Context: an optimization exercise on an open-source flow, tuned for small area and a short achievable clock period. The choices shown serve that exercise and are no tape-out recipe. Only simulation tests tie the RTL to the original design; equivalence was not proved. Power is estimated from default activity; no workload was simulated.

## design.v

```verilog
module gownak (
    input  wire        clk,
    input  wire        rst,           
    output reg  [31:0] PC,            
    input  wire [31:0] instruction,   
    output wire [31:0] reg_0,
    output wire [31:0] reg_1,
    output wire [31:0] reg_2,
    output wire [31:0] reg_3,
    output wire [31:0] reg_4,
    output wire [31:0] reg_5
);
    reg [31:0] registers [0:31];
    assign reg_0 = registers[0];
    assign reg_1 = registers[1];
    assign reg_2 = registers[2];
    assign reg_3 = registers[3];
    assign reg_4 = registers[4];
    assign reg_5 = registers[5];
    wire [5:0] operation = instruction[31:26];
    wire [4:0] i_result  = instruction[14:10];
    wire [4:0] i_a       = instruction[9:5];
    wire [4:0] i_b       = instruction[4:0];
    wire [31:0] ra = registers[i_a];
    wire [31:0] rb = registers[i_b];
    integer i;
    always @(posedge clk)
    begin
        if (rst)
        begin
            PC <= 32'h00000000;
            for (i = 0; i < 32; i = i + 1)
                registers[i] <= 32'b0;
        end
        else
        begin
            PC <= PC + 1;
            case (operation)
                6'b010000: registers[i_result] <= {22'b0, instruction[9:0]};         
                6'b000001: registers[i_result] <= ra + rb;                           
                6'b000010: registers[i_result] <= ra - rb;                           
                6'b000011: registers[i_result] <= ra * rb;                           
                6'b000100: registers[i_result] <= (rb == 32'b0) ? 32'hFFFFFFFF : ra / rb;  
                6'b000101: registers[i_result] <= ra & rb;                           
                6'b000110: registers[i_result] <= ra | rb;                           
                6'b000111: registers[i_result] <= ra ^ rb;                           
                6'b001000: registers[i_result] <= ~(ra | rb);                        
                6'b001001: registers[i_result] <= ra << i_b;                         
                6'b001010: registers[i_result] <= ra >> i_b;                         
                6'b001011: registers[i_result] <= ra >>> i_b;                        
                6'b100000: PC <= {6'b0, instruction[25:0]};                          
                6'b100001: if (registers[0] == 32'b0) PC <= {16'b0, instruction[15:0]};  
                6'b100010: if (ra > rb) PC <= {15'b0, instruction[26:10]};           
                default: ;
            endcase
        end
    end
endmodule
```

## run.sh

```bash
#!/bin/bash
# synth_recipe.tcl (not shown) runs the flow's synth.tcl, then flattens the netlist and writes it again
# the make line also repeats each setting of config.mk as NAME=value (left out here)
make -C /OpenROAD-flow-scripts/flow DESIGN_CONFIG=/design/flow/config.mk WORK_HOME=/design/flow/orfs CLKGATE_MAP_FILE= SYNTH_SCRIPT=/design/flow/synth_recipe.tcl finish
```

## config.mk

```make
export PLATFORM = sky130hd
export DESIGN_NAME = gownak
export DESIGN_NICKNAME = gownak
export VERILOG_FILES = /design/flow/design.v
export SDC_FILE = /design/flow/constraint.sdc
export NUM_CORES = 4
export LEC_CHECK = 0
export CAP_MARGIN = 20
export CORE_MARGIN = 2
export CORE_UTILIZATION = 45
export PLACE_DENSITY = 0.6
export SLEW_MARGIN = 20
```

## constraint.sdc

```tcl
create_clock -name core_clock -period 120.0 [get_ports {clk}]
set_input_delay 24.0000 -clock core_clock [delete_from_list [all_inputs] [get_ports {clk}]]
set_output_delay 24.0000 -clock core_clock [all_outputs]
set_load 0.01 [all_outputs]
```

==> qor.csv <==
stage,metric,value,unit
run_status,outcome,timing/DRC/antenna clean,
global_routing,grt_max_degree,109,
timing,slew_violations,0,
timing,timing.final.crit_period,114.74,ns
timing,relSlewSlack,0.135,
placed_design,place_hpwl,434,mm
synth,syn_nets,13100,
timing,period_share,0.956,
critical_path,start_kind,input port,
routing,wirelength,603,mm
critical_path,cpMaxStageDelayCell,nor2b_2,
cts,insertion_delay,0.77,ns
cts,path_clk_slew,0.07,ns
global_routing,grt_usage,0.474,
timing,fmax,8.72,MHz
timing,fin_skew,0.0399,ns
hold_path,min_path_type,flip-flop to flip-flop,
pwr,powerDensity,28.3,nW/µm²
global_routing,overflow,0,
timing,fin_tns_setup,0,ns
synth,synth_edf_count,1024,
critical_path,cpPeakStageDelay,0.89,ns
synth,synth_cells,11900,
cts,cts_sinks,1056,
placed_design,numPortBuffers,257,
die,die_w,497,µm
critical_path,arrival,115.19,ns
global_routing,antenna_found_initial,38,
cts,numCtsBuffers,99,
synth,synthFlopType,edfxtp_1,
routing,dr.pass1.iters,10,
synth,synth.avg_cell_area,9.18,µm²
cts,cts-htree-levels,3,
synth,ys_seq_area_frac,0.287,
synth,async_flop_share,0,
layout,drive_gt1_frac,0.120,
die,io_pins,258,
layout,stdcell_area,120000,µm²
pwr,vdd_drop_max,0.000115,V
placed_design,postPlaceCellArea,116000,µm²
synth,yosys_warnings,1,
die,die_y,497,µm
routing,vias,107000,
synth,yosysUniqueCellTypes,125,
cts,root_buffer,clkbuf_16,
critical_path,crit_top_cell,ha_1,
layout,final_core_util,0.496,
die,dieArea,247000,µm²
timing,worst_slew_pin_slew,1.28,ns
synth,syn_area,109000,µm²
critical_path,criticalPathCategory,input port to flip-flop,
synth,synth-seq-cells,1056,
critical_path,worstPathRequired,120.46,ns
routing,vias_per_cell,7.04,
layout,area_growth,9.96,%
timing,final-setup-viol-count,0,
routing,drtIter0Drc,16200,
critical_path,endpoint_kind,flip-flop,
die,start_util,0.451,
placed_design,gp_congestion,1.07,
die,row_count,181,
job,maxCapViolCount,0,
global_routing,grt_pass1_vias,104000,
routing,ant_nets,0,
die,core,243000,µm²
cts,clockBufferDepth,3,
routing,avgRoutedWirePerCell,39.6,µm
pwr,p_leak,0.0487,µW
critical_path,critical_path.max_fanout,46,
layout,nets,13100,
routing,drc,0,
timing,hold_viol,0,
global_routing,grt_pass1_wl,827,mm
cts,cts_tree,done,
-- final timing paths --
kind | from | end | slack (ns) | cells past startpoint
worst min register to register | PC[27] | PC[27] | 0.56 | 2
worst max register to register | registers[4][12] | registers[12][0] | 29.18 | 344
worst min-delay path | PC[27] | PC[27] | 0.56 | 2
worst max-delay path | instruction[9] | registers[12][0] | 5.26 | 348
-- critical path, delay by kind of cell --
family / cells / cell delay (ns)
compound gates: 173 / 44.62
mux: 9 / 2.85
buf+inv: 30 / 7.72
simple gates: 105 / 26.20
fa+ha+maj: 31 / 9.41
-- cell usage after synthesis (all sizes together) (97+ instances only) --
| library cell | number | area, µm² |
|---|---|---|
| xor2 | 157 | 1380 |
| nand2b | 116 | 726 |
| a21o | 172 | 1290 |
| nor2b | 110 | 688 |
| inv | 736 | 2760 |
| nand2 | 1088 | 4090 |
| ha | 751 | 9400 |
| mux2 | 111 | 1250 |
| a21oi | 560 | 2830 |
| edfxtp | 1024 | 30700 |
| o21a | 146 | 1100 |
| xnor2 | 274 | 2400 |
| clkbuf | 490 | 1840 |
| buf | 274 | 1520 |
| o21ai | 494 | 2470 |
| mux4 | 409 | 9220 |
| nor3 | 275 | 1410 |
| a22oi | 193 | 1450 |
| nand3 | 211 | 1070 |
| mux2i | 408 | 4090 |
| a211oi | 97 | 738 |
| nor2 | 1991 | 7480 |
| nand4 | 101 | 632 |
| fa | 410 | 8210 |
| a31oi | 101 | 653 |
-- per-layer routing --
layer / up-vias / part of all wire / GRT usage
li1: 43200 / - / -
met1: 52900 / 0.35 / 0.575
met3: 2301 / 0.13 / 0.157
met2: 8778 / 0.42 / 0.705
met4: 20 / 0.090 / 0.345
met5: - / 0.00045 / 0.00367
-- registers in the layout (all words and copies together), names as in the netlist --
signal and cells:
PC 32, registers 1024
-- area by class of cell --
type	count	area [µm²]
fillers	22700	122000
multi-input cells	9355	72900
flip-flops and latches	1056	31400
repair buffers	659	5780
well taps	3202	4010
inverters	747	2820
clock buffers	116	2580
clock inverters	66	722
diodes	21	52.6
-- per-stage QoR --
stage          hold slack, ns  instances  setup WS, ns  total power, µW
6_report                0.565      15200          5.26             3410
5_1_grt                 0.604      15200       -0.0161             3580
4_1_cts                 0.568      15200         0.291             3320
3_5_place_dp            0.557      15000        -0.331             2970
3_3_place_gp            0.531      15000         0.714             2940
2_1_floorplan           0.549      11900         14.86             2090
-- what timing repair did --
item | CTS | global route
resized for setup | 1 | 96
endpoints found under the hold margin | 0 | 0
pin swaps | 0 | 2
setup endpoints to repair | 1 | 96
buffers inserted | 0 | 13
hold buffers | 0 | 0
-- placed cells by master (no fill, tap or decap), drive strengths merged, types with 244 or more instances in the layout --
cell type      netlist  final
edfxtp            1024   1024
fa                 410    410
inv                736    734
nor3               275    275
ha                 751    751
mux2i              408    408
a21oi              560    560
o21ai              494    494
xnor2              274    274
mux4               409    409
nand2             1088   1088
buf                274    415
nor2              1991   1991
clkdlybuf4s50        0    244
-- cell families (layout without fill, tap and decap cells) --
family                   Yosys count  after routing  synth area share
AND/OR/NAND/NOR                 4420           4420             0.181
AO/OA/AOI/OAI                   2415           2415             0.147
buffers and inverters           1511           1588            0.0564
adder cells (fa/ha/maj)         1161           1161             0.161
flip-flops                      1056           1056             0.287
multiplexers                     928            928             0.133
XOR/XNOR                         431            431            0.0345
other                              0             21                 0
-- power by group --
part | switching (µW) | total (µW) | internal (µW)
Combinational | 1690 | 2640 | 949
Clock | 153 | 334 | 181
Sequential | 14.3 | 431 | 417
Total | 1860 | 3410 | 1550

-- static timing again, ports no longer ideal --
In the flow no input, the clock included, has a driving cell. The finished layout below was timed again as built, in two steps. Step 1 assumes that a clkbuf_16 drives the clock port and a buf_2 every other input. Step 2 moves the port delays by t, midway between the first and last clock arrival at a register: inputs arrive t later, outputs are due t later. That takes back most of the time a late clock gives input paths. a / b / c = ideal / step 1 / step 2; a / b = the first two.
t, ns: 0.832
setup slack, ns: 5.265 / 5.291 / 4.459
clock arrival spread, ns: 0.040 / 0.040
After both steps this run still meets setup and hold. For this run, drivers alone change the setup slack by +0.026 ns; drivers and shift together by -0.806 ns.
